Background: an optimization exercise with open tools, aiming at small area. Do not read the settings as production practice. No run shown here included a check of the RTL's function; only the layout flow was run. In every run shown here, the design's own scripts or RTL, not TritonCTS, make the clock network. No driver is modelled on the clock port, so clock power and skew are understated where the tree is cut down; a real chip needs a root buffer or a tree. Power is estimated from default activity; no workload was simulated.

## flow/config.mk

```make
export PLATFORM = sky130hd
export DESIGN_NAME = uart_full_ssd_display
export DESIGN_NICKNAME = uart_full_ssd_display
export VERILOG_FILES = /design/flow/design.v
export SDC_FILE = /design/flow/constraint.sdc
export NUM_CORES = 4
export LEC_CHECK = 0
export CAP_MARGIN = 20
export CORE_MARGIN = 2
export CORE_UTILIZATION = 40
export SLEW_MARGIN = 20
```

## flow/constraint.sdc

```tcl
create_clock -name core_clock -period 20.0 [get_ports {clk}]
set_input_delay 4.0000 -clock core_clock [delete_from_list [all_inputs] [get_ports {clk}]]
set_output_delay 4.0000 -clock core_clock [all_outputs]
set_load 0.01 [all_outputs]
```

## flow/design.v

```verilog
module Segment_Selector (
    input wire [3:0] input_bits,     
    input wire dash,                 
    output wire [6:0] segments       
    );
    localparam [15:0] SEG_A = 16'hd7ed;
    localparam [15:0] SEG_B = 16'h279f;
    localparam [15:0] SEG_C = 16'h2ffb;
    localparam [15:0] SEG_D = 16'h796d;
    localparam [15:0] SEG_E = 16'hfd45;
    localparam [15:0] SEG_F = 16'hdf71;
    localparam [15:0] SEG_G = 16'hef7c;
    wire [6:0] hex = {SEG_G[input_bits], SEG_F[input_bits], SEG_E[input_bits], SEG_D[input_bits],
                      SEG_C[input_bits], SEG_B[input_bits], SEG_A[input_bits]};
    wire [6:0] raw_logic = dash ? 7'b1000000 : hex;
    assign segments = ~raw_logic;    
endmodule
module uart_full_ssd_display (
    input clk,                   
    input rst,                   
    input wire uart_rxd,         
    output wire uart_txd,        
    output wire [6:0] segments,  
    output wire [3:0] dig_sel    
    );
    function [8:0] step9(input [8:0] s);
        step9 = {s[7:0], ~(s[8] ^ s[4])};
    endfunction
    function [15:0] step16(input [15:0] s);
        step16 = {s[14:0], ~(s[15] ^ s[14] ^ s[12] ^ s[3])};
    endfunction
    localparam [8:0]  BIT_END  = 9'b101101100;
    localparam [8:0]  BIT_HALF = 9'b001001101;
    localparam [15:0] SEL_END  = 16'b0100111011000001;
    localparam [4:0]  DONE_W   = 5'd23;
    localparam [15:0] DONE_SEL = 16'b0111000011001010;
    localparam [8:0]  CNT_ONE  = 9'b000000001;       
    localparam [8:0]  CNT_PRE  = 9'b100000000;       
    localparam [8:0]  M9  = 9'b010101010;
    localparam [15:0] M16 = 16'b0101010101010101;
    localparam P_D6    = 4'd6;
    localparam P_STOP  = 4'd8;
    localparam P_IDLE  = 4'd9;
    localparam P_START = 4'd15;
    reg        rxd_0, rxd_1;
    reg [3:0]  rp;
    reg [8:0]  rcx;
    wire [8:0] rc = rcx ^ M9;
    reg [7:0]  rd;
    wire r_half  = rc == BIT_HALF;
    wire r_end   = rc == BIT_END;
    wire r_data  = ~rp[3];
    wire r_stop  = rp == P_STOP;
    wire r_idle  = rp == P_IDLE;
    wire r_valid = r_stop & r_half;
    wire r_just  = r_idle & rc[0];           
    always @(posedge clk) begin
        if (~rst) begin
            rxd_0 <= 1'b1;
            rxd_1 <= 1'b1;
        end else begin
            rxd_0 <= uart_rxd;
            rxd_1 <= rxd_0;
        end
    end
    always @(posedge clk) begin
        if (~rst) begin
            rp <= P_IDLE;
            rcx <= M9;
        end else if (r_idle) begin
            rcx <= M9;
            if (~rxd_1) rp <= P_START;
        end else if (r_valid) begin
            rp <= P_IDLE;
            rcx <= CNT_ONE ^ M9;
        end else if (r_end) begin
            rp <= rp + 4'd1;
            rcx <= M9;
        end else begin
            rcx <= step9(rc) ^ M9;
        end
    end
    always @(posedge clk) begin
        if (r_data & r_half) rd <= {rxd_1, rd[7:1]};
    end
    reg [7:0] last_byte;
    always @(posedge clk) begin
        if (r_valid) last_byte <= rd;
    end
    reg [3:0] tp;
    reg [8:0] tcx;
    wire [8:0] tc = tcx ^ M9;
    wire t_data = ~tp[3];
    wire t_idle = tp == P_IDLE;
    wire t_stop = tp == P_STOP;
    wire t_end  = tc == BIT_END;
    always @(posedge clk) begin
        if (~rst) begin
            tp <= P_IDLE;
            tcx <= M9;
        end else if (t_idle) begin
            if (r_just) tp <= P_START;
        end else if (t_end) begin
            tp <= tp + 4'd1;
            tcx <= (t_stop ? CNT_ONE : (tp == P_D6) ? CNT_PRE : 9'd0) ^ M9;
        end else begin
            tcx <= step9(tc) ^ M9;
        end
    end
    assign uart_txd = t_data ? last_byte[tp[2:0]] : ~tp[2];
    reg [15:0] selx;
    wire [15:0] sel = selx ^ M16;
    reg [4:0]  w;          
    reg        done;       
    reg        dash;
    reg [3:0]  input_bits;
    wire wrap = sel == SEL_END;
    always @(posedge clk) begin
        if (~rst) begin
            selx <= M16;
            w    <= 5'd0;
            done <= 1'b0;
            dash <= 1'b1;
        end else begin
            selx <= (wrap ? 16'd0 : step16(sel)) ^ M16;
            if (wrap) w <= w + 5'd1;
            if (w == DONE_W && sel == DONE_SEL) done <= 1'b1;
            if (done & r_valid) dash <= 1'b0;
        end
    end
    always @(posedge clk) begin
        if (wrap)
            input_bits <= dash ? 4'd0 : (w[0] ? last_byte[7:4] : last_byte[3:0]);
    end
    wire started = done | (|w);
    assign dig_sel = {started, started, w[0], started & ~w[0]};
    Segment_Selector ssd_display (
        .input_bits(input_bits),
        .dash(dash),
        .segments(segments)
    );
endmodule
```

## flow/flow/run.sh

```bash
#!/bin/bash
# The standard layout (standard.sh) with two changes:
# - ports are buffered with the smallest buffer, buf_1;
# - clock tree synthesis is replaced by flow/pre_cts.tcl: the clock port
#   drives CLOCK_BUF_GROUPS buffers, one per group of nearby flip-flops.
# standard.sh's full output goes to standard_flow.log; ORFS keeps each
# step's log under orfs/logs/.
set -euo pipefail
export BUFFER_PORTS_ARGS="-buffer_cell sky130_fd_sc_hd__buf_1"
export PRE_CTS_TCL="$PWD/flow/pre_cts.tcl"
export CLOCK_BUF_CELL=sky130_fd_sc_hd__clkbuf_16
export CLOCK_BUF_GROUPS=2
bash standard.sh > standard_flow.log 2>&1
```

## flow/flow/pre_cts.tcl

```tcl
# Replace TritonCTS with a flat clock tree: the flip-flops are split into
# CLOCK_BUF_GROUPS groups by position (1, 2 = halves, 4 = quadrants) and the
# clock port drives one CLOCK_BUF_CELL per group, placed at the group's centre,
# which drives the clock pins of that group.
rename clock_tree_synthesis __tritoncts
proc median {l} {
  set s [lsort -real $l]
  return [lindex $s [expr {[llength $s] / 2}]]
}
proc clock_tree_synthesis {args} {
  set bufcell $::env(CLOCK_BUF_CELL)
  set groups $::env(CLOCK_BUF_GROUPS)
  set block [ord::get_db_block]
  set dbu [$block getDbUnitsPerMicron]
  set pins {}
  set xs {}
  set ys {}
  foreach pin [get_pins -hierarchical */CLK] {
    set inst [[sta::sta_to_db_pin $pin] getInst]
    set bb [$inst getBBox]
    set x [expr {([$bb xMin] + [$bb xMax]) / 2.0 / $dbu}]
    set y [expr {([$bb yMin] + [$bb yMax]) / 2.0 / $dbu}]
    lappend pins [list $pin $x $y]
    lappend xs $x
    lappend ys $y
  }
  set mx [median $xs]
  set my [median $ys]
  array set grp {}
  foreach p $pins {
    lassign $p pin x y
    if {$groups == 1} {
      set g 0
    } elseif {$groups == 2} {
      set g [expr {$x >= $mx}]
    } else {
      set g [expr {($x >= $mx) + 2 * ($y >= $my)}]
    }
    lappend grp($g) $p
  }
  set k 0
  foreach g [lsort [array names grp]] {
    set sx 0; set sy 0; set plist {}
    foreach p $grp($g) {
      lassign $p pin x y
      set sx [expr {$sx + $x}]
      set sy [expr {$sy + $y}]
      lappend plist $pin
    }
    set n [llength $plist]
    set cx [expr {$sx / $n}]
    set cy [expr {$sy / $n}]
    puts "Clock buffer $k: $bufcell at $cx $cy driving $n clock pins"
    insert_buffer -buffer_cell $bufcell -net clk -load_pins $plist -location [list $cx $cy] -buffer_name clkbuf_$k -net_name clk_$k
    incr k
  }
}
```

## flow/standard.sh

```bash
#!/bin/bash
# synth_recipe.tcl (not shown) runs the flow's synth.tcl, then flattens the netlist and writes it again
# the make line also repeats each setting of config.mk as NAME=value (left out here)
make -C /OpenROAD-flow-scripts/flow DESIGN_CONFIG=/design/flow/config.mk WORK_HOME=/design/flow/orfs CLKGATE_MAP_FILE= SYNTH_SCRIPT=/design/flow/synth_recipe.tcl "${@:-finish}"
```

==> summary.txt, run 1 <==
Pwr
  – Comb pwr share: 0.061
  – Part of the power in registers: 0.700
  – Maximum vdd ir drop: 0.0459 mV
  – Sw frac: 0.205
  – LEAKAGE: 1.21 nW
  – Switch Pwr: 0.0452 mW
  – PwrDens: 68.1 nW/um^2
  – Internal power: 0.175 mW
  – Clock power frac: 0.238

Timing
  – Slew Limit Headroom: 0.450
  – Fin Setup TNS: 0 ns
  – Hold Vio Cnt, Final: 0
  – Worst Max-Slew Pin Slew: 0.824 ns
  – Fin crit share: 0.282
  – RSZ-0062 raised after global routing: no
  – Final setup viols: 0
  – Clock Skew: 0.0153 ns
  – Highest clock rate: 177 MHz
  – Final Max Tran Viols: 0
  – Period minus WS final: 5.65 ns

Critical path
  – RR Endpoint: tp[0]
  – Startpoint Class: flip-flop
  – Reg2Reg Setup Slack: 17.86 ns
  – Crit. End Element: primary output
  – Req. time, crit path: 16.00 ns
  – R2r startpoint: tp[1]
  – Critical path class: reg -> out
  – Reg2reg path depth: 6
  – Crit path arrival time: 1.65 ns
  – Maximum fanout along the worst path: 5

Routing
  – Wire length per cell: 12.5 um
  – Post-DR vias/cell: 5.11
  – DRT iter0 DRCs: 66
  – Via count: 2054
  – Final ANT Viol Nets: 0
  – Drt drc: 0
  – Post-Route WL: 5010 um
  – Drt first pass iters: 4

Worst hold path
  – Hold path endpoint: selx[6]
  – Hold Path Stages: 1
  – Hold wc startpoint: selx[5]
  – Hold WC Path Type: reg -> reg

Floorplan
  – Core area: 7330 sq um
  – IO Pins: 15
  – Starting Density: 0.419
  – Die ar.: 8400 sq um
  – Die Height: 91.7 um
  – Std-Cell Rows: 31
  – Die Width: 91.7 um

Place
  – Final HPWL DP: 3670 um
  – Gpl congestion: 0.784
  – Port bufs: 14

Synth
  – Top cells by area, synth: dfxtp_1, edfxtp_1, ha_1
  – EDFF count, synth: 20
  – Register area share after synthesis: 0.527
  – Most frequent cell after synthesis: dfxtp_1
  – Top-area cell type share of the netlist area: 0.332
  – Yosys warning count: 1
  – Yosys top cell by area: dfxtp_1
  – Synthesized cell area: 3070 sq um
  – Commonest cells post-synth: dfxtp_1, nand2_1, nor2_1
  – Post-synth ARST share: 0
  – Post-Syn Nets: 318
  – Mean Syn Cell Area: 10.2 sq um
  – Synth unique cells: 49
  – Most common flop cell mapped by yosys: dfxtp_1
  – FF+latch count, synth: 71
  – Cells after Synth: 300

Final layout
  – Filler cell count: 692
  – Layout cell share with drive strength beyond 1: 0.0462
  – Area Growth Syn to Fin: 5.21%
  – Nets: 323
  – Fin util: 0.441
  – ANT cells: 0

Global route
  – Global Route Usage Sum: 0.117
  – Largest net degree at the start of global routing: 37
  – Initial antenna violation count: 0
  – First-pass GRT wire length: 8550 um
  – Vias in the first global route: 1899
  – GRT overflow: 0

Clocking
  – Clock Pin Slew Worst Setup and Hold Paths: 0.12 ns
  – Clk Latency, worst-skew pair: 0.18 ns
  – # Post-CTS Setup Buffers: 0
  – Hold Buf Count CTS: 0
  – CTS resizes: 0

Outcome
  – Outcome: complete, no violations

Run
  – Maxcap violations: 0
layout make-up, without the clock buffers:
class	count	area, sq um	area share
well taps	99	124	0.0383
multi-input cells	196	1310	0.405
repair buffers	15	57.6	0.0178
inverters	19	71.3	0.0221
flip-flops and latches	71	1620	0.501
cell families (layout without fill, tap and decap cells):
group	count (synthesis)	count (layout)	share of synthesized area
DFF	71	71	0.527
AOI/OAI and AO/OA	47	47	0.101
and+or+nand+nor	118	118	0.206
muxes	10	10	0.0411
xor gates and xnor gates	6	6	0.0171
buffers and inverters	33	36	0.0464
adders and majority gates	15	15	0.0611
routing by layer:
metal	share of wire	vias to the layer above	global-route usage	routed length (um)
li1	-	1052	-	-
met2	0.48	31	0.212	2400
met5	0	-	0	0
met4	0.0084	0	0.00884	42
met3	0.033	4	0.00822	166
met1	0.48	967	0.161	2410
critical path, stage by stage, from the launching register on:
cell      delay [ns]
edfxtp_1        0.44
inv_1           0.11
ha_1            0.37
nand3b_1        0.18
a31o_2          0.25
buf_1           0.12
sequential cells by signal, summed over array words and instances (netlist names):
signal      cells
rxd_0           1
selx           16
tp              4
dash            1
rxd_1           1
rp              4
rcx             9
last_byte       8
done            1
w               5
input_bits      4
rd              8
tcx             9
layout by cell type (no fill, tap or decap), drive strengths merged, types with 7 or more instances in the layout:
master	Yosys	routed
dfxtp	51	51
mux2i	7	7
a21oi	10	10
nand3b	7	7
edfxtp	20	20
o21ai	10	10
nand2	32	32
buf	4	15
inv	19	19
nand2b	8	8
nor2	31	31
ha	15	15
through the flow:
step	hold WS [ns]	cell area (sq um)	power [mW]	worst slack, ns	instances
after floorplan	0.353	3070	0.168	14.76	300
after global placement	0.366	3180	0.171	14.34	399
after detailed placement	0.366	3180	0.171	14.30	400
after CTS	0.365	3230	0.211	14.29	402
after global routing	0.411	3230	0.230	14.20	402
final	0.387	3230	0.220	14.35	402
power by group through the flow:
stage	clock, mW	combinational (mW)	sequential, mW
floorplan	0	0.0116	0.156
global placement	0	0.0133	0.157
detailed placement	0	0.0134	0.157
CTS	0.0397	0.0136	0.158
global route	0.0594	0.0153	0.155
finish	0.0525	0.0135	0.154
worst max-delay path by stage:
stage	from	to	slack, ns	depth (start not counted)
floorplan	input_bits[0]	segments[3]	14.76	4
detailed placement	rst	tp[0]	14.30	3
finish	input_bits[0]	segments[3]	14.35	5
CTS	rst	tp[0]	14.29	3
global route	input_bits[1]	segments[0]	14.20	7
global placement	rst	tp[0]	14.34	3
==> run 2: changes to the inputs <==
--- a/flow/flow/run.sh
+++ b/flow/flow/run.sh
@@ -10,4 +10,4 @@
 export PRE_CTS_TCL="$PWD/flow/pre_cts.tcl"
 export CLOCK_BUF_CELL=sky130_fd_sc_hd__clkbuf_16
-export CLOCK_BUF_GROUPS=2
+export CLOCK_BUF_GROUPS=4
 bash standard.sh > standard_flow.log 2>&1
==> run 2 against run 1 <==
Highest routed layer unchanged. Critical path type unchanged. First-iteration DRC count increased by 29%. Critical path depth did not move. Largest cell class unchanged. Clock skew grew 0.0029 ns. Synthesized cell count stayed put. Flip-flop and latch count did not move. Area after synthesis did not move. Setup slack better by 0.057 ns.
==> summary.txt, run 2 <==
Synth
  – Synth unique cells: 49 (unchanged)
  – Mean Syn Cell Area: 10.2 sq um (unchanged)
  – Most frequent cell after synthesis: dfxtp_1 (unchanged)
  – Commonest cells post-synth: dfxtp_1, nand2_1, nor2_1 (unchanged)
  – Top cells by area, synth: dfxtp_1, edfxtp_1, ha_1 (unchanged)
  – Post-synth ARST share: 0 (unchanged)
  – Yosys warning count: 1 (unchanged)
  – Synthesized cell area: 3070 sq um (unchanged)
  – EDFF count, synth: 20 (unchanged)
  – Most common flop cell mapped by yosys: dfxtp_1 (unchanged)
  – Top-area cell type share of the netlist area: 0.332 (unchanged)
  – Yosys top cell by area: dfxtp_1 (unchanged)
  – Post-Syn Nets: 318 (unchanged)
  – FF+latch count, synth: 71 (unchanged)
  – Register area share after synthesis: 0.527 (unchanged)
  – Cells after Synth: 300 (unchanged)

Timing
  – Fin crit share: 0.280 (was 0.282)
  – RSZ-0062 raised after global routing: no (unchanged)
  – Worst Max-Slew Pin Slew: 0.837 ns (was 0.824 ns)
  – Slew Limit Headroom: 0.442 (was 0.450)
  – Highest clock rate: 179 MHz (was 177 MHz)
  – Fin Setup TNS: 0 ns (unchanged)
  – Hold WS: 0.383 ns (was 0.387 ns)
  – Period minus WS final: 5.59 ns (was 5.65 ns)
  – Final setup viols: 0 (unchanged)
  – Hold Vio Cnt, Final: 0 (unchanged)
  – Clock Skew: 0.0182 ns (was 0.0153 ns)
  – Final Max Tran Viols: 0 (unchanged)

Floorplan
  – Die Width: 91.7 um (unchanged)
  – Die Height: 91.7 um (unchanged)
  – Starting Density: 0.419 (unchanged)
  – IO Pins: 15 (unchanged)
  – Std-Cell Rows: 31 (unchanged)
  – Core area: 7330 sq um (unchanged)
  – Die ar.: 8400 sq um (unchanged)

Final layout
  – Post-route insts no fill: 404 (was 402)
  – Layout cell share with drive strength beyond 1: 0.0525 (was 0.0462)
  – Nets: 325 (was 323)
  – Filler cell count: 690 (was 692)
  – Multi-input logic area: 1310 sq um (unchanged)
  – Most flops, register: selx (unchanged)
  – Fin util: 0.448 (was 0.441)
  – Largest regs: selx x16, rcx x9, tcx x9 (unchanged)
  – Register Area: 1620 sq um (unchanged)
  – Commonest non-fill, non-tap cells in the layout: dfxtp_1, nand2_1, nor2_1 (unchanged)
  – Most common cell after layout, fill and taps aside: dfxtp_1 (unchanged)
  – Area Growth Syn to Fin: 6.84% (was 5.21%)
  – Max reg flops: 16 (unchanged)
  – ANT cells: 0 (unchanged)

Routing
  – DRT iter0 DRCs: 85 (was 66)
  – Final ANT Viol Nets: 0 (unchanged)
  – Via count: 2053 (was 2054)
  – Drt drc: 0 (unchanged)
  – Wire length per cell: 12.5 um (about the same)
  – Post-Route WL: 5060 um (was 5010 um)
  – Drt first pass iters: 4 (unchanged)
  – Post-DR vias/cell: 5.08 (was 5.11)

Place
  – Gpl congestion: 0.784 (unchanged)
  – Final HPWL DP: 3670 um (unchanged)
  – Inst Count DP: 400 (unchanged)
  – Port bufs: 14 (unchanged)

Worst hold path
  – Hold Path Stages: 1 (unchanged)
  – Hold path endpoint: selx[8] (was selx[6])
  – Hold wc startpoint: selx[7] (was selx[5])
  – Hold WC Path Type: reg -> reg (unchanged)

Clocking
  – # Post-CTS Setup Buffers: 0 (unchanged)
  – Clock Pin Slew Worst Setup and Hold Paths: 0.08 ns (was 0.12 ns)
  – Hold Buf Count CTS: 0 (unchanged)
  – Clk Latency, worst-skew pair: 0.15 ns (was 0.18 ns)
  – CTS resizes: 0 (unchanged)

Critical path
  – Req. time, crit path: 16.00 ns (about the same)
  – Crit path arrival time: 1.59 ns (was 1.65 ns)
  – Crit. End Element: primary output (unchanged)
  – Critical path class: reg -> out (unchanged)
  – RR Endpoint: tp[0] (unchanged)
  – R2r startpoint: tp[1] (unchanged)
  – Reg2Reg Setup Slack: 17.87 ns (was 17.86 ns)
  – Maximum fanout along the worst path: 5 (unchanged)
  – Startpoint Class: flip-flop (unchanged)
  – Reg2reg path depth: 6 (unchanged)

Pwr
  – LEAKAGE: 1.23 nW (was 1.21 nW)
  – Maximum vdd ir drop: 0.0550 mV (was 0.0459 mV)
  – PwrDens: 72.2 nW/um^2 (was 68.1 nW/um^2)
  – Design Power: 0.237 mW (was 0.220 mW)

Global route
  – Largest net degree at the start of global routing: 23 (was 37)
  – Vias in the first global route: 1909 (was 1899)
  – Initial antenna violation count: 0 (unchanged)
  – Global Route Usage Sum: 0.118 (was 0.117)
  – GRT overflow: 0 (unchanged)
  – First-pass GRT wire length: 8600 um (was 8550 um)

Outcome
  – Outcome: complete, no violations (unchanged)

Run
  – Maxcap violations: 0 (unchanged)
[run 2: worst max path at each step]
stage                  startpoint          end  slack, ns  cells past startpoint
floorplan           input_bits[0]  segments[3]      14.76                      4
global placement              rst        tp[0]      14.34                      3
detailed placement            rst        tp[0]      14.30                      3
CTS                           rst        tp[0]      14.29                      3
global route        input_bits[1]  segments[0]      14.26                      7
finish              input_bits[0]  segments[3]      14.41                      5
[run 2: power by group]
part / switching (mW) / internal (mW) / leakage [nW] / total (mW)
Combinational: 0.00795 / 0.00549 / 0.598 / 0.0134
Clock: 0.0334 / 0.0360 / 0.0493 / 0.0695
Sequential: 0.00341 / 0.151 / 0.585 / 0.154
[run 2: metal layers]
metal,share of wire,track usage
met5,0,0
met4,0.0095,0.0126
met3,0.019,0.00986
met2,0.47,0.207
met1,0.50,0.165
[run 2: layout make-up, without the clock buffers]
cell class	instances	area share
inverter	19	0.0217
multi-input combinational	196	0.399
sequential	71	0.494
tap	99	0.0377
timing repair buffer	15	0.0175
[run 2: critical path: stages (launching register included)]
cell	delay (ns)
edfxtp_1	0.42
inv_1	0.11
ha_1	0.37
nand3b_1	0.18
a31o_2	0.25
buf_1	0.12
[run 2: stage by stage]
stage / worst slack (ns) / cell area, sq um
global route: 14.26 / 3280
floorplan: 14.76 / 3070
finish: 14.41 / 3280
global placement: 14.34 / 3180
CTS: 14.29 / 3280
detailed placement: 14.30 / 3180
[run 2: cells by family (layout without fill, tap and decap cells)]
| kind of cell | after synthesis | after routing | share of synthesized area |
|---|---|---|---|
| AOI/OAI and AO/OA | 47 | 47 | 0.101 |
| xor gates and xnor gates | 6 | 6 | 0.0171 |
| adders and majority gates | 15 | 15 | 0.0611 |
| buffers and inverters | 33 | 38 | 0.0464 |
| DFF | 71 | 71 | 0.527 |
| muxes | 10 | 10 | 0.0411 |
| and+or+nand+nor | 118 | 118 | 0.206 |
==> run 3: changes to the inputs <==
--- a/flow/flow/run.sh
+++ b/flow/flow/run.sh
@@ -9,5 +9,5 @@
 export BUFFER_PORTS_ARGS="-buffer_cell sky130_fd_sc_hd__buf_1"
 export PRE_CTS_TCL="$PWD/flow/pre_cts.tcl"
-export CLOCK_BUF_CELL=sky130_fd_sc_hd__clkbuf_16
+export CLOCK_BUF_CELL=sky130_fd_sc_hd__clkbuf_8
 export CLOCK_BUF_GROUPS=4
 bash standard.sh > standard_flow.log 2>&1
==> run 3 against run 2 <==
Register-to-register slack hardly changed. Die area stayed put. Total power is 7.4% lower. Worst hold slack better by 0.0046 ns. Clock power is 25% lower. Largest cell class unchanged. Flip-flop and latch count stayed put. Critical endpoint unchanged.
==> summary.txt, run 3 <==
Outcome
  – Outcome: complete, no violations (unchanged)

Final layout
  – ANT cells: 0 (unchanged)
  – Nets: 325 (unchanged)
  – Most common cell after layout, fill and taps aside: dfxtp_1 (unchanged)
  – Largest regs: selx x16, rcx x9, tcx x9 (unchanged)
  – Post-route insts no fill: 404 (unchanged)
  – Layout cell share with drive strength beyond 1: 0.0525 (unchanged)
  – Filler cell count: 696 (was 690)
  – Max reg flops: 16 (unchanged)
  – Most flops, register: selx (unchanged)
  – Commonest non-fill, non-tap cells in the layout: dfxtp_1, nand2_1, nor2_1 (unchanged)
  – Area Growth Syn to Fin: 5.37% (was 6.84%)

Global route
  – Largest net degree at the start of global routing: 23 (unchanged)
  – Vias in the first global route: 1904 (was 1909)
  – GRT overflow: 0 (unchanged)
  – Global Route Usage Sum: 0.118 (about the same)
  – Initial antenna violation count: 0 (unchanged)
  – First-pass GRT wire length: 8550 um (was 8600 um)

Synth
  – XOR/XNOR Fraction of Synth Area: 0.0171 (unchanged)
  – Top-area cell type share of the netlist area: 0.332 (unchanged)
  – Top cells by area, synth: dfxtp_1, edfxtp_1, ha_1 (unchanged)
  – Post-Syn Nets: 318 (unchanged)
  – EDFF count, synth: 20 (unchanged)
  – Post-Synth Simple-Gate Area: 0.206 (unchanged)
  – Mean Syn Cell Area: 10.2 sq um (unchanged)
  – Main combinational cell family by area after synthesis: simple AND/OR/NAND/NOR gates (unchanged)
  – Most common flop cell mapped by yosys: dfxtp_1 (unchanged)
  – Yosys warning count: 1 (unchanged)
  – Cells after Synth: 300 (unchanged)
  – Register area share after synthesis: 0.527 (unchanged)
  – Synthesized cell area: 3070 sq um (unchanged)
  – Synth unique cells: 49 (unchanged)
  – Post-Synth Adder-Cell Area: 0.0611 (unchanged)
  – Yosys top cell by area: dfxtp_1 (unchanged)
  – Commonest cells post-synth: dfxtp_1, nand2_1, nor2_1 (unchanged)
  – FF+latch count, synth: 71 (unchanged)
  – Most frequent cell after synthesis: dfxtp_1 (unchanged)
  – Post-synth ARST share: 0 (unchanged)
  – Proportion of synthesized area in mux cells: 0.0411 (unchanged)
  – Complex-gate fraction of the synthesized area: 0.101 (unchanged)

Place
  – Final HPWL DP: 3670 um (unchanged)
  – Port bufs: 14 (unchanged)
  – Pre-CTS setup slack: 14.30 ns (unchanged)
  – Gpl congestion: 0.784 (unchanged)
  – Inst Count DP: 400 (unchanged)

Pwr
  – Internal power: 0.175 mW (was 0.192 mW)
  – Maximum vdd ir drop: 0.0553 mV (was 0.0550 mV)
  – Sw frac: 0.204 (was 0.189)
  – Switch Pwr: 0.0447 mW (was 0.0448 mW)
  – LEAKAGE: 1.21 nW (was 1.23 nW)
  – PwrDens: 67.8 nW/um^2 (was 72.2 nW/um^2)
  – Comb pwr share: 0.061 (was 0.057)
  – Part of the power in registers: 0.702 (was 0.650)
  – Clock power frac: 0.237 (was 0.293)

Timing
  – Highest clock rate: 178 MHz (was 179 MHz)
  – Fin crit share: 0.281 (was 0.280)
  – Period minus WS final: 5.62 ns (was 5.59 ns)
  – Worst Max-Slew Pin Slew: 0.816 ns (was 0.837 ns)
  – Setup ws final: 14.38 ns (was 14.41 ns)
  – Final Max Tran Viols: 0 (unchanged)
  – Slew Limit Headroom: 0.456 (was 0.442)
  – Hold Vio Cnt, Final: 0 (unchanged)
  – Clock Skew: 0.0338 ns (was 0.0182 ns)
  – Final setup viols: 0 (unchanged)
  – Fin Setup TNS: 0 ns (unchanged)
  – RSZ-0062 raised after global routing: no (unchanged)

Routing
  – Post-DR vias/cell: 5.08 (about the same)
  – Post-Route WL: 5020 um (was 5060 um)
  – Via count: 2052 (was 2053)
  – Top Metal Used: met4 (unchanged)
  – M1 WL: 2490 um (was 2520 um)
  – Drt first pass iters: 4 (unchanged)
  – Wire length per cell: 12.4 um (was 12.5 um)
  – Drt drc: 0 (unchanged)
  – Metal3 WL: 105 um (was 98 um)
  – Final ANT Viol Nets: 0 (unchanged)
  – Met2 wire length: 2380 um (was 2390 um)
  – DRT iter0 DRCs: 77 (was 85)

Critical path
  – Req. time, crit path: 16.00 ns (about the same)
  – Maximum fanout along the worst path: 5 (unchanged)
  – Critical path class: reg -> out (unchanged)
  – Reg2reg path depth: 4 (was 6)
  – Crit-path cells: inv_1 > ha_1 > nand3b_1 > a31o_2 > buf_1 (unchanged)
  – CP max stage cell: edfxtp_1 (unchanged)
  – Crit path arrival time: 1.62 ns (was 1.59 ns)
  – Startpoint Class: flip-flop (unchanged)
  – Crit-path max cell delay: 0.44 ns (was 0.42 ns)
  – R2r startpoint: selx[3] (was tp[1])
  – RR Endpoint: w[3] (was tp[0])
  – Reg2Reg Setup Slack: 17.86 ns (was 17.87 ns)
  – Crit. End Element: primary output (unchanged)

Worst hold path
  – Hold Path Stages: 1 (unchanged)
  – Hold WC Path Type: reg -> reg (unchanged)
  – Hold wc startpoint: selx[7] (unchanged)
  – Hold path endpoint: selx[8] (unchanged)

Floorplan
  – Std-Cell Rows: 31 (unchanged)
  – Die Width: 91.7 um (unchanged)
  – Die Height: 91.7 um (unchanged)
  – Starting Density: 0.419 (unchanged)
  – Die ar.: 8400 sq um (unchanged)
  – IO Pins: 15 (unchanged)
  – Core area: 7330 sq um (unchanged)

Run
  – Maxcap violations: 0 (unchanged)

Clocking
  – CTS resizes: 0 (unchanged)
  – Clock Pin Slew Worst Setup and Hold Paths: 0.11 ns (was 0.08 ns)
  – # Post-CTS Setup Buffers: 0 (unchanged)
  – Hold Buf Count CTS: 0 (unchanged)
  – Clk Latency, worst-skew pair: 0.17 ns (was 0.15 ns)
[run 3: cell counts after synthesis]
Identical to the previous run, type by type.
[run 3: worst max-delay path by stage]
stage | endpoint | start | slack, ns
final | segments[3] | input_bits[0] | 14.38
after floorplan | segments[3] | input_bits[0] | 14.76
after global routing | segments[0] | input_bits[1] | 14.22
after detailed placement | tp[0] | rst | 14.30
after CTS | tp[0] | rst | 14.29
after global placement | tp[0] | rst | 14.34
[run 3: per-stage QoR]
| stage | total power [mW] | area, sq um | util | hold WS (ns) |
|---|---|---|---|---|
| after floorplan | 0.168 | 3070 | - | 0.353 |
| after global placement | 0.171 | 3180 | 0.434 | 0.366 |
| after detailed placement | 0.171 | 3180 | 0.434 | 0.366 |
| after CTS | 0.211 | 3240 | 0.442 | 0.365 |
| after global routing | 0.230 | 3240 | 0.442 | 0.407 |
| final | 0.219 | 3240 | 0.442 | 0.387 |
[run 3: power groups by stage]
stage	Sequential (mW)	Combinational [mW]	Clock [mW]
floorplan	0.156	0.0116	0
global placement	0.157	0.0133	0
detailed placement	0.157	0.0134	0
CTS	0.157	0.0135	0.0397
global route	0.155	0.0152	0.0599
finish	0.154	0.0134	0.0519
[run 3: cell families (layout without fill, tap and decap cells)]
logic type                 count (synthesis)  count (layout)
adders and majority gates                 15              15
muxes                                     10              10
xor gates and xnor gates                   6               6
DFF                                       71              71
and+or+nand+nor                          118             118
buffers and inverters                     33              38
AOI/OAI and AO/OA                         47              47
[run 3: cell type report, without the clock buffers]
cell class                      count  area (sq um)  area share
Sequential cell                    71          1620       0.501
Multi-Input combinational cell    196          1310       0.404
Tap cell                           99           124      0.0382
Inverter                           19          71.3      0.0220
Timing Repair Buffer               15          57.6      0.0178
[run 3: per-layer routing]
layer  up-vias  GRT usage
met5         -          0
met4         0     0.0114
met3         4     0.0107
met2        17      0.206
met1       972      0.165
li1       1059          -
[run 3: critical path: cells and delay by family (launching register included)]
| family | cells | cell delay, ns |
|---|---|---|
| and+or+nand+nor | 1 | 0.18 |
| adders and majority gates | 1 | 0.37 |
| DFF | 1 | 0.44 |
| buffers and inverters | 2 | 0.23 |
| AOI/OAI and AO/OA | 1 | 0.25 |
==> run 4: changes to the inputs <==
--- a/flow/flow/run.sh
+++ b/flow/flow/run.sh
@@ -9,5 +9,5 @@
 export BUFFER_PORTS_ARGS="-buffer_cell sky130_fd_sc_hd__buf_1"
 export PRE_CTS_TCL="$PWD/flow/pre_cts.tcl"
-export CLOCK_BUF_CELL=sky130_fd_sc_hd__clkbuf_8
+export CLOCK_BUF_CELL=sky130_fd_sc_hd__buf_8
 export CLOCK_BUF_GROUPS=4
 bash standard.sh > standard_flow.log 2>&1
==> run 4 against run 3 <==
Still clean. Setup slack better by 0.040 ns. Die area stayed put. Sequential power hardly changed. Total power is 2.0% higher. Global-route usage hardly changed. Critical path depth stayed put. Clock power is 8.1% higher.
==> summary.txt, run 4 <==
Final layout
  – Most flops, register: selx (unchanged)
  – Largest regs: selx x16, rcx x9, tcx x9 (unchanged)
  – Area Growth Syn to Fin: 5.54% (was 5.37%)
  – Nets: 325 (unchanged)
  – Filler cell count: 692 (was 696)
  – Max reg flops: 16 (unchanged)
  – Post-route insts no fill: 404 (unchanged)
  – Layout cell share with drive strength beyond 1: 0.0525 (unchanged)
  – Most common cell after layout, fill and taps aside: dfxtp_1 (unchanged)
  – Commonest non-fill, non-tap cells in the layout: dfxtp_1, nand2_1, nor2_1 (unchanged)
  – ANT cells: 0 (unchanged)
  – Fin area: 3240 sq um (about the same)
  – Fin util: 0.443 (was 0.442)

Synth
  – Yosys top cell by area: dfxtp_1 (unchanged)
  – Post-synth ARST share: 0 (unchanged)
  – Cells after Synth: 300 (unchanged)
  – Synthesized cell area: 3070 sq um (unchanged)
  – EDFF count, synth: 20 (unchanged)
  – Most common flop cell mapped by yosys: dfxtp_1 (unchanged)
  – FF+latch count, synth: 71 (unchanged)
  – Top-area cell type share of the netlist area: 0.332 (unchanged)
  – Most frequent cell after synthesis: dfxtp_1 (unchanged)
  – Commonest cells post-synth: dfxtp_1, nand2_1, nor2_1 (unchanged)
  – Mean Syn Cell Area: 10.2 sq um (unchanged)
  – Yosys warning count: 1 (unchanged)
  – Synth unique cells: 49 (unchanged)
  – Post-Syn Nets: 318 (unchanged)
  – Top cells by area, synth: dfxtp_1, edfxtp_1, ha_1 (unchanged)
  – Register area share after synthesis: 0.527 (unchanged)

Critical path
  – Crit path launch: input_bits[0] (unchanged)
  – Maximum fanout along the worst path: 5 (unchanged)
  – Crit-path cells: inv_1 > ha_1 > nand3b_1 > a31o_2 > buf_1 (unchanged)
  – R2r startpoint: selx[3] (unchanged)
  – Crit. End Element: primary output (unchanged)
  – Crit path arrival time: 1.58 ns (was 1.62 ns)
  – Crit-path max cell delay: 0.43 ns (was 0.44 ns)
  – CP max stage cell: edfxtp_1 (unchanged)
  – Critical path class: reg -> out (unchanged)
  – Req. time, crit path: 16.00 ns (about the same)
  – Startpoint Class: flip-flop (unchanged)

Routing
  – DRT iter0 DRCs: 71 (was 77)
  – Drt drc: 0 (unchanged)
  – Final ANT Viol Nets: 0 (unchanged)
  – Via count: 2056 (was 2052)
  – Post-DR vias/cell: 5.09 (was 5.08)
  – Drt first pass iters: 4 (unchanged)
  – Wire length per cell: 12.4 um (about the same)
  – Post-Route WL: 5010 um (was 5020 um)

Place
  – Placed Area: 3180 sq um (unchanged)
  – Final HPWL DP: 3670 um (unchanged)
  – Gpl congestion: 0.784 (unchanged)
  – Inst Count DP: 400 (unchanged)
  – Port bufs: 14 (unchanged)
  – Pre-CTS setup slack: 14.30 ns (unchanged)

Pwr
  – LEAKAGE: 1.21 nW (about the same)
  – Design Power: 0.224 mW (was 0.219 mW)
  – Switch Pwr: 0.0447 mW (about the same)
  – Comb pwr share: 0.060 (was 0.061)
  – Maximum vdd ir drop: 0.0546 mV (was 0.0553 mV)
  – PwrDens: 69.0 nW/um^2 (was 67.8 nW/um^2)
  – Part of the power in registers: 0.689 (was 0.702)
  – Sw frac: 0.200 (was 0.204)
  – Clock power frac: 0.251 (was 0.237)
  – Internal power: 0.179 mW (was 0.175 mW)

Floorplan
  – Die Width: 91.7 um (unchanged)
  – Die ar.: 8400 sq um (unchanged)
  – Core area: 7330 sq um (unchanged)
  – Die Height: 91.7 um (unchanged)
  – IO Pins: 15 (unchanged)
  – Starting Density: 0.419 (unchanged)
  – Std-Cell Rows: 31 (unchanged)

Timing
  – Final Max Tran Viols: 0 (unchanged)
  – Highest clock rate: 179 MHz (was 178 MHz)
  – Setup ws final: 14.42 ns (was 14.38 ns)
  – Period minus WS final: 5.58 ns (was 5.62 ns)
  – Hold Vio Cnt, Final: 0 (unchanged)
  – Clock Skew: 0.0315 ns (was 0.0338 ns)
  – RSZ-0062 raised after global routing: no (unchanged)
  – Worst Max-Slew Pin Slew: 0.819 ns (was 0.816 ns)
  – Hold WS: 0.386 ns (was 0.387 ns)
  – Slew Limit Headroom: 0.454 (was 0.456)
  – Fin crit share: 0.279 (was 0.281)
  – Final setup viols: 0 (unchanged)
  – Fin Setup TNS: 0 ns (unchanged)

Clocking
  – # Post-CTS Setup Buffers: 0 (unchanged)
  – Clk Latency, worst-skew pair: 0.14 ns (was 0.17 ns)
  – Hold Buf Count CTS: 0 (unchanged)
  – Clock Pin Slew Worst Setup and Hold Paths: 0.10 ns (was 0.11 ns)
  – CTS resizes: 0 (unchanged)

Run
  – Maxcap violations: 0 (unchanged)

Worst hold path
  – Hold WC Path Type: reg -> reg (unchanged)
  – Hold wc startpoint: selx[7] (unchanged)

Global route
  – Vias in the first global route: 1903 (was 1904)
  – Largest net degree at the start of global routing: 23 (unchanged)
  – Global Route Usage Sum: 0.118 (about the same)
  – GRT overflow: 0 (unchanged)
  – Initial antenna violation count: 0 (unchanged)
  – First-pass GRT wire length: 8550 um (unchanged)

Outcome
  – Outcome: complete, no violations (unchanged)
[run 4: cell count changes in the layout (fill, tap and decap cells not counted)]
cell,delta
clkbuf_8,-4
buf_8,+4
[run 4: path summary, 6_finish.rpt]
| path | endpoint | slack (ns) | cells after the start |
|---|---|---|---|
| max | segments[3] | 14.42 | 5 |
| min | selx[8] | 0.39 | 1 |
| max reg2reg | w[3] | 17.86 | 4 |
| min reg2reg | selx[8] | 0.39 | 1 |
[run 4: area by class of cell, without the clock buffers]
class | count | area [sq um] | area share
inverter | 19 | 71.3 | 0.0220
multi-input combinational | 196 | 1310 | 0.404
timing repair buffer | 15 | 57.6 | 0.0177
sequential | 71 | 1620 | 0.500
tap | 99 | 124 | 0.0382
[run 4: per-layer routing]
layer  vias to the layer above  wire (um)  track usage
li1                       1058          -            -
met1                       972       2470        0.164
met2                        23       2370        0.206
met3                         3        122       0.0107
met4                         0         48       0.0114
met5                         -          0            0
[run 4: power by group through the flow]
stage	combinational (mW)	clock (mW)	sequential (mW)
finish	0.0135	0.0561	0.154
global route	0.0152	0.0639	0.155
CTS	0.0135	0.0438	0.157
detailed placement	0.0134	0	0.157
global placement	0.0133	0	0.157
floorplan	0.0116	0	0.156
[run 4: critical path: cells and delay by family (launching register included)]
family / cells / cell delay, ns
and+or+nand+nor: 1 / 0.18
DFF: 1 / 0.43
adders and majority gates: 1 / 0.37
buffers and inverters: 2 / 0.23
AOI/OAI and AO/OA: 1 / 0.25
[run 4: kinds of logic (layout without fill, tap and decap cells)]
family / Yosys count / in the layout / share of synthesized area
AO/OA/AOI/OAI: 47 / 47 / 0.101
XOR/XNOR: 6 / 6 / 0.0171
adder cells (fa/ha/maj): 15 / 15 / 0.0611
buffers and inverters: 33 / 38 / 0.0464
flip-flops: 71 / 71 / 0.527
multiplexers: 10 / 10 / 0.0411
AND/OR/NAND/NOR: 118 / 118 / 0.206
==> run 5: changes to the inputs <==
--- a/flow/flow/run.sh
+++ b/flow/flow/run.sh
@@ -9,5 +9,5 @@
 export BUFFER_PORTS_ARGS="-buffer_cell sky130_fd_sc_hd__buf_1"
 export PRE_CTS_TCL="$PWD/flow/pre_cts.tcl"
-export CLOCK_BUF_CELL=sky130_fd_sc_hd__buf_8
+export CLOCK_BUF_CELL=sky130_fd_sc_hd__clkbuf_8
 export CLOCK_BUF_GROUPS=4
 bash standard.sh > standard_flow.log 2>&1
--- a/flow/config.mk
+++ b/flow/config.mk
@@ -8,4 +8,5 @@
 export CAP_MARGIN = 20
 export CORE_MARGIN = 2
-export CORE_UTILIZATION = 40
+export CORE_UTILIZATION = 70
+export PLACE_DENSITY = 0.85
 export SLEW_MARGIN = 20
==> run 5 against run 4 <==
Still clean on timing, DRC and antenna. Cell count shrank 12%. Via count grew 2.4%. Utilization grew 30 points. Clock power shrank 7.7%. Register-to-register slack is essentially flat. Setup slack lost 0.033 ns. Total power shrank 1.8%. Sequential share of layout area grew 1.0 points. Clock skew shrank 0.0063 ns.
==> summary.txt, run 5 <==
Outcome
  – Outcome: complete, no violations (unchanged)

Routing
  – Wire length per cell: 14.6 um (was 12.4 um)
  – Drt first pass iters: 4 (unchanged)
  – Post-Route WL: 5200 um (was 5010 um)
  – Via count: 2106 (was 2056)
  – DRT iter0 DRCs: 129 (was 71)
  – Final ANT Viol Nets: 0 (unchanged)
  – Drt drc: 0 (unchanged)
  – Post-DR vias/cell: 5.92 (was 5.09)

Final layout
  – Nets: 324 (was 325)
  – Largest regs: selx x16, rcx x9, tcx x9 (unchanged)
  – ANT cells: 0 (unchanged)
  – Max reg flops: 16 (unchanged)
  – Commonest non-fill, non-tap cells in the layout: dfxtp_1, nand2_1, nor2_1 (unchanged)
  – Most flops, register: selx (unchanged)
  – Most common cell after layout, fill and taps aside: dfxtp_1 (unchanged)
  – Area Growth Syn to Fin: 3.46% (was 5.54%)
  – Layout cell share with drive strength beyond 1: 0.0526 (was 0.0525)
  – Filler cell count: 318 (was 692)
  – Fin util: 0.741 (was 0.443)

Synth
  – Synth unique cells: 49 (unchanged)
  – Register area share after synthesis: 0.527 (unchanged)
  – Post-synth ARST share: 0 (unchanged)
  – Top-area cell type share of the netlist area: 0.332 (unchanged)
  – Yosys top cell by area: dfxtp_1 (unchanged)
  – Cells after Synth: 300 (unchanged)
  – FF+latch count, synth: 71 (unchanged)
  – Mean Syn Cell Area: 10.2 sq um (unchanged)
  – EDFF count, synth: 20 (unchanged)
  – Post-Syn Nets: 318 (unchanged)
  – Yosys warning count: 1 (unchanged)
  – Synthesized cell area: 3070 sq um (unchanged)
  – Commonest cells post-synth: dfxtp_1, nand2_1, nor2_1 (unchanged)
  – Most frequent cell after synthesis: dfxtp_1 (unchanged)
  – Most common flop cell mapped by yosys: dfxtp_1 (unchanged)
  – Top cells by area, synth: dfxtp_1, edfxtp_1, ha_1 (unchanged)

Clocking
  – CTS resizes: 0 (unchanged)
  – # Post-CTS Setup Buffers: 0 (unchanged)
  – Clock Pin Slew Worst Setup and Hold Paths: 0.10 ns (about the same)
  – Hold Buf Count CTS: 0 (unchanged)
  – Clk Latency, worst-skew pair: 0.17 ns (was 0.14 ns)

Worst hold path
  – Hold Path Stages: 1 (unchanged)
  – Hold WC Path Type: reg -> reg (unchanged)
  – Hold path endpoint: selx[8] (unchanged)
  – Hold wc startpoint: selx[7] (unchanged)

Critical path
  – Critical path class: reg -> out (unchanged)
  – R2r startpoint: selx[0] (was selx[3])
  – Req. time, crit path: 16.00 ns (about the same)
  – RR Endpoint: w[3] (unchanged)
  – Crit. End Element: primary output (unchanged)
  – Crit path arrival time: 1.62 ns (was 1.58 ns)
  – Startpoint Class: flip-flop (unchanged)
  – CP Buf/Inv Count: 2 (unchanged)
  – Maximum fanout along the worst path: 5 (unchanged)
  – Reg2Reg Setup Slack: 17.86 ns (about the same)
  – Top delay family on crit path: flip-flops (unchanged)
  – Reg2reg path depth: 4 (unchanged)
  – CP max stage cell: edfxtp_1 (unchanged)
  – Crit-path max cell delay: 0.43 ns (about the same)
  – Crit-path cells: inv_1 > ha_1 > nand3b_1 > a31o_2 > buf_1 (unchanged)

Timing
  – Clock Skew: 0.0253 ns (was 0.0315 ns)
  – Final setup viols: 0 (unchanged)
  – Final Max Tran Viols: 0 (unchanged)
  – Fin Setup TNS: 0 ns (unchanged)
  – Period minus WS final: 5.62 ns (was 5.58 ns)
  – RSZ-0062 raised after global routing: no (unchanged)
  – Slew Limit Headroom: 0.443 (was 0.454)
  – Hold Vio Cnt, Final: 0 (unchanged)
  – Fin crit share: 0.281 (was 0.279)
  – Highest clock rate: 178 MHz (was 179 MHz)
  – Worst Max-Slew Pin Slew: 0.835 ns (was 0.819 ns)

Floorplan
  – Core area: 4290 sq um (was 7330 sq um)
  – Die ar.: 4940 sq um (was 8400 sq um)
  – Die Width: 70.3 um (was 91.7 um)
  – IO Pins: 15 (unchanged)
  – Die Height: 70.3 um (was 91.7 um)
  – Starting Density: 0.716 (was 0.419)
  – Std-Cell Rows: 24 (was 31)

Pwr
  – Switch Pwr: 0.0450 mW (was 0.0447 mW)
  – Part of the power in registers: 0.702 (was 0.689)
  – Comb pwr share: 0.062 (was 0.060)
  – Maximum vdd ir drop: 0.0530 mV (was 0.0546 mV)
  – LEAKAGE: 1.21 nW (about the same)
  – Internal power: 0.175 mW (was 0.179 mW)
  – Sw frac: 0.205 (was 0.200)
  – PwrDens: 69.1 nW/um^2 (was 69.0 nW/um^2)
  – Clock power frac: 0.236 (was 0.251)

Run
  – Maxcap violations: 0 (unchanged)

Global route
  – Vias in the first global route: 2067 (was 1903)
  – Global Route Usage Sum: 0.224 (was 0.118)
  – Largest net degree at the start of global routing: 21 (was 23)
  – First-pass GRT wire length: 9310 um (was 8550 um)
  – Initial antenna violation count: 0 (unchanged)
  – GRT overflow: 0 (unchanged)

Place
  – Final HPWL DP: 3810 um (was 3670 um)
  – Gpl congestion: 0.806 (was 0.784)
  – Port bufs: 14 (unchanged)
run 5: per-layer routing:
metal / vias up / GRT usage / part of all wire
li1: 1064 / - / -
met1: 996 / 0.306 / 0.45
met2: 34 / 0.396 / 0.50
met3: 12 / 0.0115 / 0.021
met4: 0 / 0.0491 / 0.023
met5: - / 0 / 0
run 5: how the worst max path moves through the flow:
stage / from / to / slack [ns] / depth (start not counted)
3_5_place_dp: rst / tp[0] / 14.33 / 3
6_report: input_bits[0] / segments[3] / 14.38 / 5
3_3_place_gp: rst / tp[0] / 14.39 / 3
4_1_cts: rst / tp[0] / 14.34 / 3
2_1_floorplan: input_bits[0] / segments[3] / 14.76 / 4
5_1_grt: input_bits[1] / segments[0] / 14.25 / 7
run 5: power groups by stage:
stage | logic, mW | registers, mW | clock network (mW)
after floorplan | 0.0116 | 0.156 | 0
after global placement | 0.0130 | 0.157 | 0
after detailed placement | 0.0136 | 0.158 | 0
after CTS | 0.0138 | 0.158 | 0.0397
after global routing | 0.0160 | 0.155 | 0.0584
final | 0.0137 | 0.154 | 0.0518
run 5: worst reg2reg max path: stages (launching register included):
cell and delay [ns]:
dfxtp_1 0.34, or4b_1 0.52, or4_4 0.58, or3_2 0.47
a21oi_1 0.15
run 5: cells by family after synthesis:
kind of cell / Yosys count / synth area share
simple gates: 118 / 0.206
flops: 71 / 0.527
compound gates: 47 / 0.101
buf+inv: 33 / 0.0464
fa+ha+maj: 15 / 0.0611
mux: 10 / 0.0411
xor+xnor: 6 / 0.0171
run 5: layout make-up, without the clock buffers:
type | count | area, sq um | share of cell area
flip-flops and latches | 71 | 1620 | 0.510
well taps | 52 | 65.1 | 0.0205
repair buffers | 14 | 52.6 | 0.0165
multi-input cells | 196 | 1320 | 0.413
inverters | 19 | 71.3 | 0.0224
run 5: stage by stage:
stage / setup slack [ns] / cell area (sq um) / total power, mW / hold slack [ns] / cells
floorplan: 14.76 / 3070 / 0.168 / 0.353 / 300
global placement: 14.39 / 3120 / 0.170 / 0.364 / 352
detailed placement: 14.33 / 3120 / 0.171 / 0.368 / 352
CTS: 14.34 / 3180 / 0.211 / 0.368 / 356
global route: 14.25 / 3180 / 0.229 / 0.402 / 356
finish: 14.38 / 3180 / 0.220 / 0.391 / 356
==> run 6: changes to the inputs <==
--- a/flow/flow/run.sh
+++ b/flow/flow/run.sh
@@ -9,5 +9,5 @@
 export BUFFER_PORTS_ARGS="-buffer_cell sky130_fd_sc_hd__buf_1"
 export PRE_CTS_TCL="$PWD/flow/pre_cts.tcl"
-export CLOCK_BUF_CELL=sky130_fd_sc_hd__clkbuf_8
-export CLOCK_BUF_GROUPS=4
+export CLOCK_BUF_CELL=sky130_fd_sc_hd__clkbuf_16
+export CLOCK_BUF_GROUPS=2
 bash standard.sh > standard_flow.log 2>&1
==> run 6 against run 5 <==
Setup slack worse by 0.048 ns. Sequential share of layout area is 0.080 points higher. Combinational power about the same. Via count is 0.19% higher. Routed wire length down 0.50%. Clock power hardly changed. Synthesized cell count unchanged. Cell count down 0.56%. Sequential power barely moved. Worst hold slack better by 0.0040 ns.
==> summary.txt, run 6 <==
Timing
  – Period minus WS final: 5.67 ns (was 5.62 ns)
  – Fin crit share: 0.283 (was 0.281)
  – RSZ-0062 raised after global routing: no (unchanged)
  – Hold Vio Cnt, Final: 0 (unchanged)
  – Fin Setup TNS: 0 ns (unchanged)
  – Final setup viols: 0 (unchanged)
  – Hold WS: 0.395 ns (was 0.391 ns)
  – Worst Max-Slew Pin Slew: 0.820 ns (was 0.835 ns)
  – Slew Limit Headroom: 0.453 (was 0.443)
  – Final Max Tran Viols: 0 (unchanged)
  – Highest clock rate: 177 MHz (was 178 MHz)
  – Setup ws final: 14.33 ns (was 14.38 ns)
  – Clock Skew: 0.00970 ns (was 0.0253 ns)

Synth
  – Mean Syn Cell Area: 10.2 sq um (unchanged)
  – Synthesized cell area: 3070 sq um (unchanged)
  – Yosys top cell by area: dfxtp_1 (unchanged)
  – Most frequent cell after synthesis: dfxtp_1 (unchanged)
  – Commonest cells post-synth: dfxtp_1, nand2_1, nor2_1 (unchanged)
  – Synth unique cells: 49 (unchanged)
  – Post-Syn Nets: 318 (unchanged)
  – Register area share after synthesis: 0.527 (unchanged)
  – EDFF count, synth: 20 (unchanged)
  – Post-synth ARST share: 0 (unchanged)
  – Cells after Synth: 300 (unchanged)
  – FF+latch count, synth: 71 (unchanged)
  – Top cells by area, synth: dfxtp_1, edfxtp_1, ha_1 (unchanged)
  – Yosys warning count: 1 (unchanged)
  – Top-area cell type share of the netlist area: 0.332 (unchanged)
  – Most common flop cell mapped by yosys: dfxtp_1 (unchanged)

Global route
  – First-pass GRT wire length: 9350 um (was 9310 um)
  – Largest net degree at the start of global routing: 37 (was 21)
  – Vias in the first global route: 2056 (was 2067)
  – Initial antenna violation count: 0 (unchanged)
  – GRT overflow: 0 (unchanged)
  – Global Route Usage Sum: 0.226 (was 0.224)

Critical path
  – Startpoint Class: flip-flop (unchanged)
  – Crit-path cells: inv_1 > ha_1 > nand3b_1 > a31o_2 > buf_1 (unchanged)
  – Crit. End Element: primary output (unchanged)
  – Crit-path max cell delay: 0.44 ns (was 0.43 ns)
  – Req. time, crit path: 16.00 ns (about the same)
  – Top delay family on crit path: flip-flops (unchanged)
  – CP Buf/Inv Count: 2 (unchanged)
  – R2r startpoint: selx[0] (unchanged)
  – Maximum fanout along the worst path: 5 (unchanged)
  – CP max stage cell: edfxtp_1 (unchanged)
  – Crit path arrival time: 1.67 ns (was 1.62 ns)
  – Critical path class: reg -> out (unchanged)
  – Crit path launch: input_bits[0] (unchanged)

Routing
  – Wire length per cell: 14.6 um (about the same)
  – Post-Route WL: 5170 um (was 5200 um)
  – Drt drc: 0 (unchanged)
  – Via count: 2110 (was 2106)
  – Post-DR vias/cell: 5.96 (was 5.92)
  – Final ANT Viol Nets: 0 (unchanged)
  – Drt first pass iters: 4 (unchanged)
  – DRT iter0 DRCs: 168 (was 129)

Place
  – Final HPWL DP: 3810 um (unchanged)
  – Port bufs: 14 (unchanged)
  – Pre-CTS setup slack: 14.33 ns (unchanged)
  – Gpl congestion: 0.806 (unchanged)
  – Placed Area: 3120 sq um (unchanged)

Final layout
  – Max reg flops: 16 (unchanged)
  – ANT cells: 0 (unchanged)
  – Area Growth Syn to Fin: 3.30% (was 3.46%)
  – Nets: 322 (was 324)
  – Fin area: 3180 sq um (about the same)
  – Most common cell after layout, fill and taps aside: dfxtp_1 (unchanged)
  – Commonest non-fill, non-tap cells in the layout: dfxtp_1, nand2_1, nor2_1 (unchanged)
  – Filler cell count: 317 (was 318)
  – Largest regs: selx x16, rcx x9, tcx x9 (unchanged)
  – Layout cell share with drive strength beyond 1: 0.0464 (was 0.0526)
  – Most flops, register: selx (unchanged)

Floorplan
  – Std-Cell Rows: 24 (unchanged)
  – Die Height: 70.3 um (unchanged)
  – Die ar.: 4940 sq um (unchanged)
  – Starting Density: 0.716 (unchanged)
  – Die Width: 70.3 um (unchanged)
  – Core area: 4290 sq um (unchanged)
  – IO Pins: 15 (unchanged)

Pwr
  – Sw frac: 0.202 (was 0.205)
  – Clock power frac: 0.235 (was 0.236)
  – Design Power: 0.220 mW (about the same)
  – Switch Pwr: 0.0444 mW (was 0.0450 mW)
  – Comb pwr share: 0.062 (about the same)
  – LEAKAGE: 1.20 nW (was 1.21 nW)
  – Internal power: 0.175 mW (about the same)
  – Maximum vdd ir drop: 0.0595 mV (was 0.0530 mV)
  – PwrDens: 69.1 nW/um^2 (about the same)
  – Part of the power in registers: 0.703 (was 0.702)

Clocking
  – Clk Latency, worst-skew pair: 0.18 ns (was 0.17 ns)
  – CTS resizes: 0 (unchanged)
  – # Post-CTS Setup Buffers: 0 (unchanged)
  – Hold Buf Count CTS: 0 (unchanged)
  – Clock Pin Slew Worst Setup and Hold Paths: 0.12 ns (was 0.10 ns)

Worst hold path
  – Hold WC Path Type: reg -> reg (unchanged)
  – Hold wc startpoint: selx[7] (unchanged)

Outcome
  – Outcome: complete, no violations (unchanged)

Run
  – Maxcap violations: 0 (unchanged)
==> run 6: stage by stage <==
step                       util  instances
after floorplan               -        300
after global placement    0.727        352
after detailed placement  0.727        352
after CTS                 0.738        354
after global routing      0.740        354
final                     0.740        354
==> run 6: area by class of cell, without the clock buffers <==
| class | count | area, sq um | area share |
|---|---|---|---|
| Inverter | 19 | 71.3 | 0.0225 |
| Sequential cell | 71 | 1620 | 0.511 |
| Timing Repair Buffer | 14 | 52.6 | 0.0165 |
| Tap cell | 52 | 65.1 | 0.0205 |
| Multi-Input combinational cell | 196 | 1320 | 0.414 |
==> run 6: cell families (layout without fill, tap and decap cells) <==
| group | after synthesis | in the layout | synth area share |
|---|---|---|---|
| adder cells (fa/ha/maj) | 15 | 15 | 0.0611 |
| flip-flops | 71 | 71 | 0.527 |
| XOR/XNOR | 6 | 6 | 0.0171 |
| multiplexers | 10 | 10 | 0.0411 |
| AO/OA/AOI/OAI | 47 | 47 | 0.101 |
| AND/OR/NAND/NOR | 118 | 118 | 0.206 |
| buffers and inverters | 33 | 35 | 0.0464 |
==> run 6: worst reg2reg max path, cell delays in order, from the launching register on <==
cell and delay, ns:
dfxtp_1 0.34, or4b_1 0.51, or4_4 0.58, or3_2 0.47
a21oi_1 0.15
==> run 6: routing by layer <==
metal | wire, um | up-vias | track usage
met5 | 0 | - | 0
met4 | 75 | 0 | 0.0385
met3 | 135 | 7 | 0.0173
met2 | 2700 | 34 | 0.406
met1 | 2270 | 1010 | 0.303
li1 | - | 1059 | -
==> run 6: worst paths after layout <==
path / to / slack, ns / cells past startpoint
setup / recovery: segments[3] / 14.33 / 5
hold / removal: selx[8] / 0.40 / 1
setup reg to reg: w[3] / 17.88 / 4
hold reg to reg: selx[8] / 0.40 / 1
==> run 6: power groups by stage <==
stage	clock, mW	sequential, mW	combinational (mW)
floorplan	0	0.156	0.0116
global placement	0	0.157	0.0130
detailed placement	0	0.158	0.0136
CTS	0.0397	0.158	0.0138
global route	0.0588	0.155	0.0160
finish	0.0515	0.154	0.0136
==> run 7: changes to the inputs <==
--- a/flow/flow/run.sh
+++ b/flow/flow/run.sh
@@ -9,5 +9,5 @@
 export BUFFER_PORTS_ARGS="-buffer_cell sky130_fd_sc_hd__buf_1"
 export PRE_CTS_TCL="$PWD/flow/pre_cts.tcl"
-export CLOCK_BUF_CELL=sky130_fd_sc_hd__clkbuf_16
-export CLOCK_BUF_GROUPS=2
+export CLOCK_BUF_CELL=sky130_fd_sc_hd__clkbuf_8
+export CLOCK_BUF_GROUPS=4
 bash standard.sh > standard_flow.log 2>&1
==> flow/flow/pre_cts.tcl (replaced) <==
# Replaces TritonCTS with a flat clock tree: the flip-flops are split into
# CLOCK_BUF_GROUPS groups of equal size by position (1; 2 = halves by x;
# 4 = halves by x, each split by y), and the clock port drives one
# CLOCK_BUF_CELL per group, placed at the group's centre, which drives the
# clock pins of that group.
rename clock_tree_synthesis __tritoncts
proc clock_tree_synthesis {args} {
  set bufcell $::env(CLOCK_BUF_CELL)
  set groups $::env(CLOCK_BUF_GROUPS)
  set dbu [[ord::get_db_block] getDbUnitsPerMicron]
  set pins {}
  foreach pin [get_pins -hierarchical */CLK] {
    set bb [[[sta::sta_to_db_pin $pin] getInst] getBBox]
    set x [expr {([$bb xMin] + [$bb xMax]) / 2.0 / $dbu}]
    set y [expr {([$bb yMin] + [$bb yMax]) / 2.0 / $dbu}]
    lappend pins [list $pin $x $y]
  }
  set byx [lsort -real -index 1 $pins]
  set half [expr {[llength $byx] / 2}]
  if {$groups == 1} {
    set parts [list $byx]
  } elseif {$groups == 2} {
    set parts [list [lrange $byx 0 [expr {$half - 1}]] [lrange $byx $half end]]
  } else {
    set parts {}
    foreach h [list [lrange $byx 0 [expr {$half - 1}]] [lrange $byx $half end]] {
      set byy [lsort -real -index 2 $h]
      set q [expr {[llength $byy] / 2}]
      lappend parts [lrange $byy 0 [expr {$q - 1}]] [lrange $byy $q end]
    }
  }
  set k 0
  foreach part $parts {
    set sx 0
    set sy 0
    set plist {}
    foreach p $part {
      lassign $p pin x y
      set sx [expr {$sx + $x}]
      set sy [expr {$sy + $y}]
      lappend plist $pin
    }
    set n [llength $plist]
    set cx [expr {$sx / $n}]
    set cy [expr {$sy / $n}]
    puts "Clock buffer $k: $bufcell at $cx $cy driving $n clock pins"
    insert_buffer -buffer_cell $bufcell -net clk -load_pins $plist -location [list $cx $cy] -buffer_name clkbuf_$k -net_name clk_$k
    incr k
  }
}
--- a/flow/config.mk
+++ b/flow/config.mk
@@ -8,5 +8,4 @@
 export CAP_MARGIN = 20
 export CORE_MARGIN = 2
-export CORE_UTILIZATION = 70
-export PLACE_DENSITY = 0.85
+export CORE_UTILIZATION = 40
 export SLEW_MARGIN = 20
==> run 7 against run 6 <==
Die area up 70%. Sequential share of layout area down 1.0 points. Cell area up 2.0%. Register-to-register slack about the same. Utilization down 30 points. Cell count up 14%. Flip-flop and latch count unchanged. Clock power up 2%. Critical path type unchanged.
==> summary.txt, run 7 <==
Outcome
  – Outcome: complete, no violations (unchanged)

Synth
  – Register area share after synthesis: 0.527 (unchanged)
  – Post-Syn Nets: 318 (unchanged)
  – Cells after Synth: 300 (unchanged)
  – Yosys top cell by area: dfxtp_1 (unchanged)
  – Most common flop cell mapped by yosys: dfxtp_1 (unchanged)
  – Post-synth ARST share: 0 (unchanged)
  – Mean Syn Cell Area: 10.2 sq um (unchanged)
  – Top cells by area, synth: dfxtp_1, edfxtp_1, ha_1 (unchanged)
  – Top-area cell type share of the netlist area: 0.332 (unchanged)
  – Synth unique cells: 49 (unchanged)
  – FF+latch count, synth: 71 (unchanged)
  – EDFF count, synth: 20 (unchanged)
  – Synthesized cell area: 3070 sq um (unchanged)
  – Commonest cells post-synth: dfxtp_1, nand2_1, nor2_1 (unchanged)
  – Most frequent cell after synthesis: dfxtp_1 (unchanged)
  – Yosys warning count: 1 (unchanged)

Place
  – Gpl congestion: 0.784 (was 0.806)
  – Placed Area: 3180 sq um (was 3120 sq um)
  – Final HPWL DP: 3670 um (was 3810 um)
  – Port bufs: 14 (unchanged)

Timing
  – Period minus WS final: 5.62 ns (was 5.67 ns)
  – Hold WS: 0.383 ns (was 0.395 ns)
  – Highest clock rate: 178 MHz (was 177 MHz)
  – Fin Setup TNS: 0 ns (unchanged)
  – Final setup viols: 0 (unchanged)
  – Final Max Tran Viols: 0 (unchanged)
  – Fin crit share: 0.281 (was 0.283)
  – RSZ-0062 raised after global routing: no (unchanged)
  – Hold Vio Cnt, Final: 0 (unchanged)
  – Worst Max-Slew Pin Slew: 0.813 ns (was 0.820 ns)
  – Slew Limit Headroom: 0.458 (was 0.453)
  – Clock Skew: 0.00931 ns (was 0.00970 ns)

Final layout
  – Multi-input logic area: 1310 sq um (was 1320 sq um)
  – Area Growth Syn to Fin: 5.37% (was 3.30%)
  – Register Area: 1620 sq um (unchanged)
  – Max reg flops: 16 (unchanged)
  – Nets: 325 (was 322)
  – Fin util: 0.442 (was 0.740)
  – Commonest non-fill, non-tap cells in the layout: dfxtp_1, nand2_1, nor2_1 (unchanged)
  – ANT cells: 0 (unchanged)
  – Fin area: 3240 sq um (was 3180 sq um)
  – Filler cell count: 697 (was 317)
  – Most common cell after layout, fill and taps aside: dfxtp_1 (unchanged)
  – Largest regs: selx x16, rcx x9, tcx x9 (unchanged)
  – Most flops, register: selx (unchanged)
  – Layout cell share with drive strength beyond 1: 0.0525 (was 0.0464)

Floorplan
  – Die ar.: 8400 sq um (was 4940 sq um)
  – Die Width: 91.7 um (was 70.3 um)
  – Starting Density: 0.419 (was 0.716)
  – IO Pins: 15 (unchanged)
  – Die Height: 91.7 um (was 70.3 um)
  – Core area: 7330 sq um (was 4290 sq um)
  – Std-Cell Rows: 31 (was 24)

Routing
  – Post-Route WL: 5050 um (was 5170 um)
  – Final ANT Viol Nets: 0 (unchanged)
  – Wire length per cell: 12.5 um (was 14.6 um)
  – Drt first pass iters: 4 (unchanged)
  – Drt drc: 0 (unchanged)
  – Post-DR vias/cell: 5.06 (was 5.96)
  – DRT iter0 DRCs: 96 (was 168)
  – Via count: 2045 (was 2110)

Critical path
  – Maximum fanout along the worst path: 5 (unchanged)
  – Crit-path max cell delay: 0.43 ns (was 0.44 ns)
  – Startpoint Class: flip-flop (unchanged)
  – Reg2Reg Setup Slack: 17.87 ns (was 17.88 ns)
  – Critical path class: reg -> out (unchanged)
  – Crit path arrival time: 1.62 ns (was 1.67 ns)
  – Crit-path cells: inv_1 > ha_1 > nand3b_1 > a31o_2 > buf_1 (unchanged)
  – Crit. End Element: primary output (unchanged)
  – Req. time, crit path: 16.00 ns (about the same)
  – CP max stage cell: edfxtp_1 (unchanged)

Pwr
  – LEAKAGE: 1.21 nW (was 1.20 nW)
  – PwrDens: 68.0 nW/um^2 (was 69.1 nW/um^2)
  – Maximum vdd ir drop: 0.0386 mV (was 0.0595 mV)

Global route
  – First-pass GRT wire length: 8580 um (was 9350 um)
  – GRT overflow: 0 (unchanged)
  – Largest net degree at the start of global routing: 21 (was 37)
  – Global Route Usage Sum: 0.118 (was 0.226)
  – Initial antenna violation count: 0 (unchanged)
  – Vias in the first global route: 1922 (was 2056)

Clocking
  – CTS resizes: 0 (unchanged)
  – # Post-CTS Setup Buffers: 0 (unchanged)
  – Clock Pin Slew Worst Setup and Hold Paths: 0.10 ns (was 0.12 ns)
  – Clk Latency, worst-skew pair: 0.16 ns (was 0.18 ns)
  – Hold Buf Count CTS: 0 (unchanged)

Worst hold path
  – Hold WC Path Type: reg -> reg (unchanged)

Run
  – Maxcap violations: 0 (unchanged)
-- run 7: cells by family after synthesis --
family                   count (synthesis)  synth area share
AND/OR/NAND/NOR                        118             0.206
adder cells (fa/ha/maj)                 15            0.0611
buffers and inverters                   33            0.0464
AO/OA/AOI/OAI                           47             0.101
multiplexers                            10            0.0411
XOR/XNOR                                 6            0.0171
flip-flops                              71             0.527
-- run 7: critical path: cells and delay by family, from the launching register on --
family | cells | cell delay (ns)
simple gates | 1 | 0.18
fa+ha+maj | 1 | 0.37
buf+inv | 2 | 0.23
flops | 1 | 0.43
compound gates | 1 | 0.25
-- run 7: worst paths after layout --
path                 start     endpoint  cells past startpoint
max          input_bits[0]  segments[3]                      5
min                selx[5]      selx[6]                      1
min reg2reg        selx[5]      selx[6]                      1
max reg2reg          tp[1]        tp[0]                      6
-- run 7: per-layer routing --
metal,track usage,part of all wire,vias to the layer above
met1,0.163,0.49,963
met4,0.0152,0.0093,0
met3,0.00657,0.031,4
li1,-,-,1058
met2,0.210,0.47,20
met5,0,0,-
-- run 7: area by class of cell, without the clock buffers --
cell class | instances | area share
sequential | 71 | 0.501
multi-input combinational | 196 | 0.404
tap | 99 | 0.0382
inverter | 19 | 0.0220
timing repair buffer | 15 | 0.0178
-- run 7: per-stage QoR --
stage               std cells  power, mW  worst slack (ns)
detailed placement        400      0.171             14.30
floorplan                 300      0.168             14.76
finish                    404      0.220             14.38
CTS                       404      0.211             14.30
global route              404      0.230             14.23
global placement          399      0.171             14.34
-- run 7: power by group --
part / internal, mW / total, mW / switching (mW) / leakage, nW
Clock: 0.0186 / 0.0526 / 0.0340 / 0.0288
Sequential: 0.151 / 0.154 / 0.00340 / 0.585
Combinational: 0.00550 / 0.0134 / 0.00795 / 0.598

-- re-timing with driven ports --
No port has a modelled driver above. Below, the same layouts with a new extraction and two added sets of constraints.
Step 1 assumes that a clkbuf_16 drives the clock port and a buf_2 every other input.
Step 2 times the ports against the registers' clock, not the clock port: input delays grow and output delays shrink by t, the midpoint of the rising clock arrivals with the driver on.
Slacks: no drivers / after step 1 / after step 2; pairs: no drivers / after step 1.
run | t (ns) | slack for setup (ns)
run 1 | 0.223 | 14.351 / 14.303 / 14.295
run 2 | 0.210 | 14.408 / 14.335 / 14.288
run 3 | 0.215 | 14.375 / 14.317 / 14.324
run 4 | 0.193 | 14.415 / 14.343 / 14.322
run 5 | 0.214 | 14.382 / 14.325 / 14.357
run 6 | 0.222 | 14.334 / 14.286 / 14.344
run 7 | 0.216 | 14.383 / 14.325 / 14.289
After both steps setup and hold are still met in every run listed.
